This is an optimization exercise on Yosys and OpenROAD, whose aim is small area and a short achievable clock period, not a production implementation. At most, simulation tests tie the RTL to the original design; equivalence was not proved.

==> run G <==
Design ALU_TOP, start of the top module:
module ALU_TOP
#(parameter WIDTH = 16)
(
  input wire [WIDTH - 1 : 0]A, B,
  input wire [3 : 0]ALU_FUN,
  input wire CLK, RST,
  output wire [2*WIDTH - 1 : 0]Arith_OUT,
  output wire Carry_OUT,
  output wire Arith_Flag,
  output wire [WIDTH - 1 : 0]Logic_OUT,
  output wire Logic_Flag,
  output wire [1:0]CMP_OUT,
  output wire CMP_Flag,
  output wire [WIDTH - 1 : 0]SHIFT_OUT,
  output wire SHIFT_Flag
);
Settings: LEC_CHECK=0, ABC_AREA=1, CAP_MARGIN=20, CORE_MARGIN=2, CORE_UTILIZATION=40, SLEW_MARGIN=20; clock period 110.0 ns.
run.sh (not shown) runs the stock make flow with config.mk's settings and CLKGATE_MAP_FILE= SYNTH_SCRIPT=/design/flow/synth_recipe.tcl, a recipe that flattens the netlist after the stock synthesis.
==> inputs of run Z, as changes to run G <==
--- a/flow/design.v
+++ b/flow/design.v
@@ -520,57 +520,13 @@
 assign prod[30] = mx[30] ^ my[30] ^ mc[30];
 assign mc[31] = (mx[30] & my[30]) | (mx[30] & mc[30]) | (my[30] & mc[30]);
 assign prod[31] = mx[31] ^ my[31] ^ mc[31];
 assign mc[32] = (mx[31] & my[31]) | (mx[31] & mc[31]) | (my[31] & mc[31]);
 wire sa = A[15];
 wire sb = B[15];
-wire aor1_1 = A[1] | A[0];
-wire aor1_3 = A[3] | A[2];
-wire aor1_5 = A[5] | A[4];
-wire aor1_7 = A[7] | A[6];
-wire aor1_9 = A[9] | A[8];
-wire aor1_11 = A[11] | A[10];
-wire aor1_13 = A[13] | A[12];
-wire aor2_2 = A[2] | aor1_1;
-wire aor2_3 = aor1_3 | aor1_1;
-wire aor2_6 = A[6] | aor1_5;
-wire aor2_7 = aor1_7 | aor1_5;
-wire aor2_10 = A[10] | aor1_9;
-wire aor2_11 = aor1_11 | aor1_9;
-wire aor2_14 = A[14] | aor1_13;
-wire aor3_4 = A[4] | aor2_3;
-wire aor3_5 = aor1_5 | aor2_3;
-wire aor3_6 = aor2_6 | aor2_3;
-wire aor3_7 = aor2_7 | aor2_3;
-wire aor3_12 = A[12] | aor2_11;
-wire aor3_13 = aor1_13 | aor2_11;
-wire aor3_14 = aor2_14 | aor2_11;
-wire aor4_8 = A[8] | aor3_7;
-wire aor4_9 = aor1_9 | aor3_7;
-wire aor4_10 = aor2_10 | aor3_7;
-wire aor4_11 = aor2_11 | aor3_7;
-wire aor4_12 = aor3_12 | aor3_7;
-wire aor4_13 = aor3_13 | aor3_7;
-wire aor4_14 = aor3_14 | aor3_7;
-wire [15:0] ua;
-assign ua[0] = A[0];
-assign ua[1] = A[1] ^ (sa & A[0]);
-assign ua[2] = A[2] ^ (sa & aor1_1);
-assign ua[3] = A[3] ^ (sa & aor2_2);
-assign ua[4] = A[4] ^ (sa & aor2_3);
-assign ua[5] = A[5] ^ (sa & aor3_4);
-assign ua[6] = A[6] ^ (sa & aor3_5);
-assign ua[7] = A[7] ^ (sa & aor3_6);
-assign ua[8] = A[8] ^ (sa & aor3_7);
-assign ua[9] = A[9] ^ (sa & aor4_8);
-assign ua[10] = A[10] ^ (sa & aor4_9);
-assign ua[11] = A[11] ^ (sa & aor4_10);
-assign ua[12] = A[12] ^ (sa & aor4_11);
-assign ua[13] = A[13] ^ (sa & aor4_12);
-assign ua[14] = A[14] ^ (sa & aor4_13);
-assign ua[15] = A[15] ^ (sa & aor4_14);
+wire [15:0] ua = sa ? (~A + 16'd1) : A;
 wire [15:0] y = B ^ {16{~sb}};    
 wire cin = ~sb;
 wire [15:0] q;
 wire [15:0] r16 = ua;
 wire hz15 = sb ? ((&B[15:1]) & (|B[0:0])) : ~(|B[15:1]);
 wire rw15_p0 = r16[15] ^ y[0];
@@ -1482,56 +1438,13 @@
 wire rw0_s15 = rw0_p15 ^ rw0_G4_14;
 wire [15:0] d0 = {rw0_s15, rw0_s14, rw0_s13, rw0_s12, rw0_s11, rw0_s10, rw0_s9, rw0_s8, rw0_s7, rw0_s6, rw0_s5, rw0_s4, rw0_s3, rw0_s2, rw0_s1, rw0_s0};
 wire co0 = rw0_G4_15;
 assign q[0] = hz0 & co0;
 wire [15:0] r0 = q[0] ? d0[15:0] : r1;
 wire bz = ~|B;
-wire qor1_1 = q[3] | q[2];
-wire qor1_3 = q[5] | q[4];
-wire qor1_5 = q[7] | q[6];
-wire qor1_7 = q[9] | q[8];
-wire qor1_9 = q[11] | q[10];
-wire qor1_11 = q[13] | q[12];
-wire qor1_13 = q[15] | q[14];
-wire qor2_2 = q[4] | qor1_1;
-wire qor2_3 = qor1_3 | qor1_1;
-wire qor2_6 = q[8] | qor1_5;
-wire qor2_7 = qor1_7 | qor1_5;
-wire qor2_10 = q[12] | qor1_9;
-wire qor2_11 = qor1_11 | qor1_9;
-wire qor3_4 = q[6] | qor2_3;
-wire qor3_5 = qor1_5 | qor2_3;
-wire qor3_6 = qor2_6 | qor2_3;
-wire qor3_7 = qor2_7 | qor2_3;
-wire qor3_12 = q[14] | qor2_11;
-wire qor3_13 = qor1_13 | qor2_11;
-wire qor4_8 = q[10] | qor3_7;
-wire qor4_9 = qor1_9 | qor3_7;
-wire qor4_10 = qor2_10 | qor3_7;
-wire qor4_11 = qor2_11 | qor3_7;
-wire qor4_12 = qor3_12 | qor3_7;
-wire qor4_13 = qor3_13 | qor3_7;
-wire qneg = sa ^ sb;
-wire [16:0] quo;
-assign quo[0] = q[0];
-assign quo[1] = q[1] ^ (qneg & q[0]);
-assign quo[2] = q[2] ^ (qneg & (q[1] | q[0]));
-assign quo[3] = q[3] ^ (qneg & (q[2] | q[1] | q[0]));
-assign quo[4] = q[4] ^ (qneg & (qor1_1 | q[1] | q[0]));
-assign quo[5] = q[5] ^ (qneg & (qor2_2 | q[1] | q[0]));
-assign quo[6] = q[6] ^ (qneg & (qor2_3 | q[1] | q[0]));
-assign quo[7] = q[7] ^ (qneg & (qor3_4 | q[1] | q[0]));
-assign quo[8] = q[8] ^ (qneg & (qor3_5 | q[1] | q[0]));
-assign quo[9] = q[9] ^ (qneg & (qor3_6 | q[1] | q[0]));
-assign quo[10] = q[10] ^ (qneg & (qor3_7 | q[1] | q[0]));
-assign quo[11] = q[11] ^ (qneg & (qor4_8 | q[1] | q[0]));
-assign quo[12] = q[12] ^ (qneg & (qor4_9 | q[1] | q[0]));
-assign quo[13] = q[13] ^ (qneg & (qor4_10 | q[1] | q[0]));
-assign quo[14] = q[14] ^ (qneg & (qor4_11 | q[1] | q[0]));
-assign quo[15] = q[15] ^ (qneg & (qor4_12 | q[1] | q[0]));
-assign quo[16] = 1'b0 ^ (qneg & (qor4_13 | q[1] | q[0]));
+wire [16:0] quo = (sa ^ sb) ? (~{1'b0, q} + 17'd1) : {1'b0, q};
 wire sub = ALU_FUN[0] | CMP_Enable;
 wire [16:0] as = {A[15], A} + ({B[15], B} ^ {17{sub}}) + {16'd0, sub};
 assign Diff = as;
 wire [31:0] res = ALU_FUN[1] ? (ALU_FUN[0] ? ({{15{quo[16]}}, quo} & {32{~bz}}) : prod)
                             : {{15{as[16]}}, as};
 always @(posedge CLK or negedge RST)
Settings changed: CORE_UTILIZATION 40 to 60, PLACE_DENSITY set to 0.7.
==> inputs of run B, as changes to run G <==
--- a/flow/design.v
+++ b/flow/design.v
@@ -520,57 +520,13 @@
 assign prod[30] = mx[30] ^ my[30] ^ mc[30];
 assign mc[31] = (mx[30] & my[30]) | (mx[30] & mc[30]) | (my[30] & mc[30]);
 assign prod[31] = mx[31] ^ my[31] ^ mc[31];
 assign mc[32] = (mx[31] & my[31]) | (mx[31] & mc[31]) | (my[31] & mc[31]);
 wire sa = A[15];
 wire sb = B[15];
-wire aor1_1 = A[1] | A[0];
-wire aor1_3 = A[3] | A[2];
-wire aor1_5 = A[5] | A[4];
-wire aor1_7 = A[7] | A[6];
-wire aor1_9 = A[9] | A[8];
-wire aor1_11 = A[11] | A[10];
-wire aor1_13 = A[13] | A[12];
-wire aor2_2 = A[2] | aor1_1;
-wire aor2_3 = aor1_3 | aor1_1;
-wire aor2_6 = A[6] | aor1_5;
-wire aor2_7 = aor1_7 | aor1_5;
-wire aor2_10 = A[10] | aor1_9;
-wire aor2_11 = aor1_11 | aor1_9;
-wire aor2_14 = A[14] | aor1_13;
-wire aor3_4 = A[4] | aor2_3;
-wire aor3_5 = aor1_5 | aor2_3;
-wire aor3_6 = aor2_6 | aor2_3;
-wire aor3_7 = aor2_7 | aor2_3;
-wire aor3_12 = A[12] | aor2_11;
-wire aor3_13 = aor1_13 | aor2_11;
-wire aor3_14 = aor2_14 | aor2_11;
-wire aor4_8 = A[8] | aor3_7;
-wire aor4_9 = aor1_9 | aor3_7;
-wire aor4_10 = aor2_10 | aor3_7;
-wire aor4_11 = aor2_11 | aor3_7;
-wire aor4_12 = aor3_12 | aor3_7;
-wire aor4_13 = aor3_13 | aor3_7;
-wire aor4_14 = aor3_14 | aor3_7;
-wire [15:0] ua;
-assign ua[0] = A[0];
-assign ua[1] = A[1] ^ (sa & A[0]);
-assign ua[2] = A[2] ^ (sa & aor1_1);
-assign ua[3] = A[3] ^ (sa & aor2_2);
-assign ua[4] = A[4] ^ (sa & aor2_3);
-assign ua[5] = A[5] ^ (sa & aor3_4);
-assign ua[6] = A[6] ^ (sa & aor3_5);
-assign ua[7] = A[7] ^ (sa & aor3_6);
-assign ua[8] = A[8] ^ (sa & aor3_7);
-assign ua[9] = A[9] ^ (sa & aor4_8);
-assign ua[10] = A[10] ^ (sa & aor4_9);
-assign ua[11] = A[11] ^ (sa & aor4_10);
-assign ua[12] = A[12] ^ (sa & aor4_11);
-assign ua[13] = A[13] ^ (sa & aor4_12);
-assign ua[14] = A[14] ^ (sa & aor4_13);
-assign ua[15] = A[15] ^ (sa & aor4_14);
+wire [15:0] ua = sa ? (~A + 16'd1) : A;
 wire [15:0] y = B ^ {16{~sb}};    
 wire cin = ~sb;
 wire [15:0] q;
 wire [15:0] r16 = ua;
 wire hz15 = sb ? ((&B[15:1]) & (|B[0:0])) : ~(|B[15:1]);
 wire rw15_p0 = r16[15] ^ y[0];
@@ -1482,56 +1438,13 @@
 wire rw0_s15 = rw0_p15 ^ rw0_G4_14;
 wire [15:0] d0 = {rw0_s15, rw0_s14, rw0_s13, rw0_s12, rw0_s11, rw0_s10, rw0_s9, rw0_s8, rw0_s7, rw0_s6, rw0_s5, rw0_s4, rw0_s3, rw0_s2, rw0_s1, rw0_s0};
 wire co0 = rw0_G4_15;
 assign q[0] = hz0 & co0;
 wire [15:0] r0 = q[0] ? d0[15:0] : r1;
 wire bz = ~|B;
-wire qor1_1 = q[3] | q[2];
-wire qor1_3 = q[5] | q[4];
-wire qor1_5 = q[7] | q[6];
-wire qor1_7 = q[9] | q[8];
-wire qor1_9 = q[11] | q[10];
-wire qor1_11 = q[13] | q[12];
-wire qor1_13 = q[15] | q[14];
-wire qor2_2 = q[4] | qor1_1;
-wire qor2_3 = qor1_3 | qor1_1;
-wire qor2_6 = q[8] | qor1_5;
-wire qor2_7 = qor1_7 | qor1_5;
-wire qor2_10 = q[12] | qor1_9;
-wire qor2_11 = qor1_11 | qor1_9;
-wire qor3_4 = q[6] | qor2_3;
-wire qor3_5 = qor1_5 | qor2_3;
-wire qor3_6 = qor2_6 | qor2_3;
-wire qor3_7 = qor2_7 | qor2_3;
-wire qor3_12 = q[14] | qor2_11;
-wire qor3_13 = qor1_13 | qor2_11;
-wire qor4_8 = q[10] | qor3_7;
-wire qor4_9 = qor1_9 | qor3_7;
-wire qor4_10 = qor2_10 | qor3_7;
-wire qor4_11 = qor2_11 | qor3_7;
-wire qor4_12 = qor3_12 | qor3_7;
-wire qor4_13 = qor3_13 | qor3_7;
-wire qneg = sa ^ sb;
-wire [16:0] quo;
-assign quo[0] = q[0];
-assign quo[1] = q[1] ^ (qneg & q[0]);
-assign quo[2] = q[2] ^ (qneg & (q[1] | q[0]));
-assign quo[3] = q[3] ^ (qneg & (q[2] | q[1] | q[0]));
-assign quo[4] = q[4] ^ (qneg & (qor1_1 | q[1] | q[0]));
-assign quo[5] = q[5] ^ (qneg & (qor2_2 | q[1] | q[0]));
-assign quo[6] = q[6] ^ (qneg & (qor2_3 | q[1] | q[0]));
-assign quo[7] = q[7] ^ (qneg & (qor3_4 | q[1] | q[0]));
-assign quo[8] = q[8] ^ (qneg & (qor3_5 | q[1] | q[0]));
-assign quo[9] = q[9] ^ (qneg & (qor3_6 | q[1] | q[0]));
-assign quo[10] = q[10] ^ (qneg & (qor3_7 | q[1] | q[0]));
-assign quo[11] = q[11] ^ (qneg & (qor4_8 | q[1] | q[0]));
-assign quo[12] = q[12] ^ (qneg & (qor4_9 | q[1] | q[0]));
-assign quo[13] = q[13] ^ (qneg & (qor4_10 | q[1] | q[0]));
-assign quo[14] = q[14] ^ (qneg & (qor4_11 | q[1] | q[0]));
-assign quo[15] = q[15] ^ (qneg & (qor4_12 | q[1] | q[0]));
-assign quo[16] = 1'b0 ^ (qneg & (qor4_13 | q[1] | q[0]));
+wire [16:0] quo = (sa ^ sb) ? (~{1'b0, q} + 17'd1) : {1'b0, q};
 wire sub = ALU_FUN[0] | CMP_Enable;
 wire [16:0] as = {A[15], A} + ({B[15], B} ^ {17{sub}}) + {16'd0, sub};
 assign Diff = as;
 wire [31:0] res = ALU_FUN[1] ? (ALU_FUN[0] ? ({{15{quo[16]}}, quo} & {32{~bz}}) : prod)
                             : {{15{as[16]}}, as};
 always @(posedge CLK or negedge RST)
==> flow/flow/run.sh (new file) <==
#!/bin/bash
# Layout flow: the standard synthesis and layout, with the resizer's setup
# margin raised so that repair_timing shortens the longest (divider) paths even
# though the clock period is met. Constraints (constraint.sdc) are unchanged.
set -uo pipefail
MARGIN=62
bash standard.sh synth > synth.log 2>&1 || exit 1
bash standard.sh SETUP_SLACK_MARGIN=$MARGIN finish > layout.log 2>&1 || exit 1
==> flow/standard.sh (new file) <==
#!/bin/bash
# synth_recipe.tcl (not shown) runs the flow's synth.tcl, then flattens the netlist and writes it again
# the make line also repeats each setting of config.mk as NAME=value (left out here)
make -C /OpenROAD-flow-scripts/flow DESIGN_CONFIG=/design/flow/config.mk WORK_HOME=/design/flow/orfs CLKGATE_MAP_FILE= SYNTH_SCRIPT=/design/flow/synth_recipe.tcl "${@:-finish}"
removed: flow/run.sh
==> results.ini <==
[global_routing]
use_met2 = 0.523

[routing]
wl_met3_mm = 6.65
top_layer = met4

[status]
status = complete, no violations

[worst_setup_path]
cpPeakStageDelay_ns = 0.57

[pwr]
p_sw_frac = 0.552

[floorplan]
die_h_um = 173

(the above is from run Z)
==> results.ini <==
[status]
status = complete, no violations

[layout]
antennaDiodeCount = 0

[logic_synthesis]
yosys_warnings = 5
synth_area_leaders = fa_1, ha_1, xor2_1
synthAdderAreaFrac = 0.298

[floorplan]
die_h_um = 213

[worst_setup_path]
cpPeakStageDelay_ns = 0.67

[routing]
top_layer = met4

[global_routing]
use_met2 = 0.411

(the above is from run G)
==> results.ini <==
[worst_hold_path]
worstHoldPathType = in2async

[status]
status = complete, no violations

[pwr]
p_sw_frac = 0.519

[worst_setup_path]
cpPeakStageDelay_ns = 0.48

[global_routing]
use_met2 = 0.465

[logic_synthesis]
yosys_warnings = 5

[floorplan]
die_h_um = 211

[layout]
final_layout_size_suffix_gt1_frac = 0.297

[routing]
top_layer = met5
wl_met3_mm = 6.88

(the above is from run B)
For run Z and run B, only the layout was checked, not whether the RTL still works.

separate check: timing with driven ports:
The flow's constraints put no driver on any port. The routed layouts listed below were extracted and timed again, unchanged, in two steps. Step 1 assumes that a clkbuf_16 drives the clock port and a buf_2 every other input. Step 2, shift: input delay + t, output delay - t, t = (earliest + latest rising clock arrival at the registers) / 2. This alone moves slack from input paths to output paths. a / b / c = no drivers / after step 1 / after step 2; a / b = the first two.
run | t, ns | setup WS [ns] | worst hold slack (ns) | pins driven straight from the clock port
run G | 0.406 | 56.330 / 56.355 / 55.949 | 21.779 / 21.752 / 22.158 | 1
run Z | 0.371 | 53.795 / 53.779 / 53.408 | 21.862 / 21.847 / 22.218 | 1
run B | 0.413 | 61.697 / 61.692 / 61.278 | 21.802 / 21.776 / 22.189 | 1
After both steps setup and hold are still met in every run listed. The setup slack of run B, which loses most, moves by -0.005 ns with the drivers and by -0.419 ns with both steps.
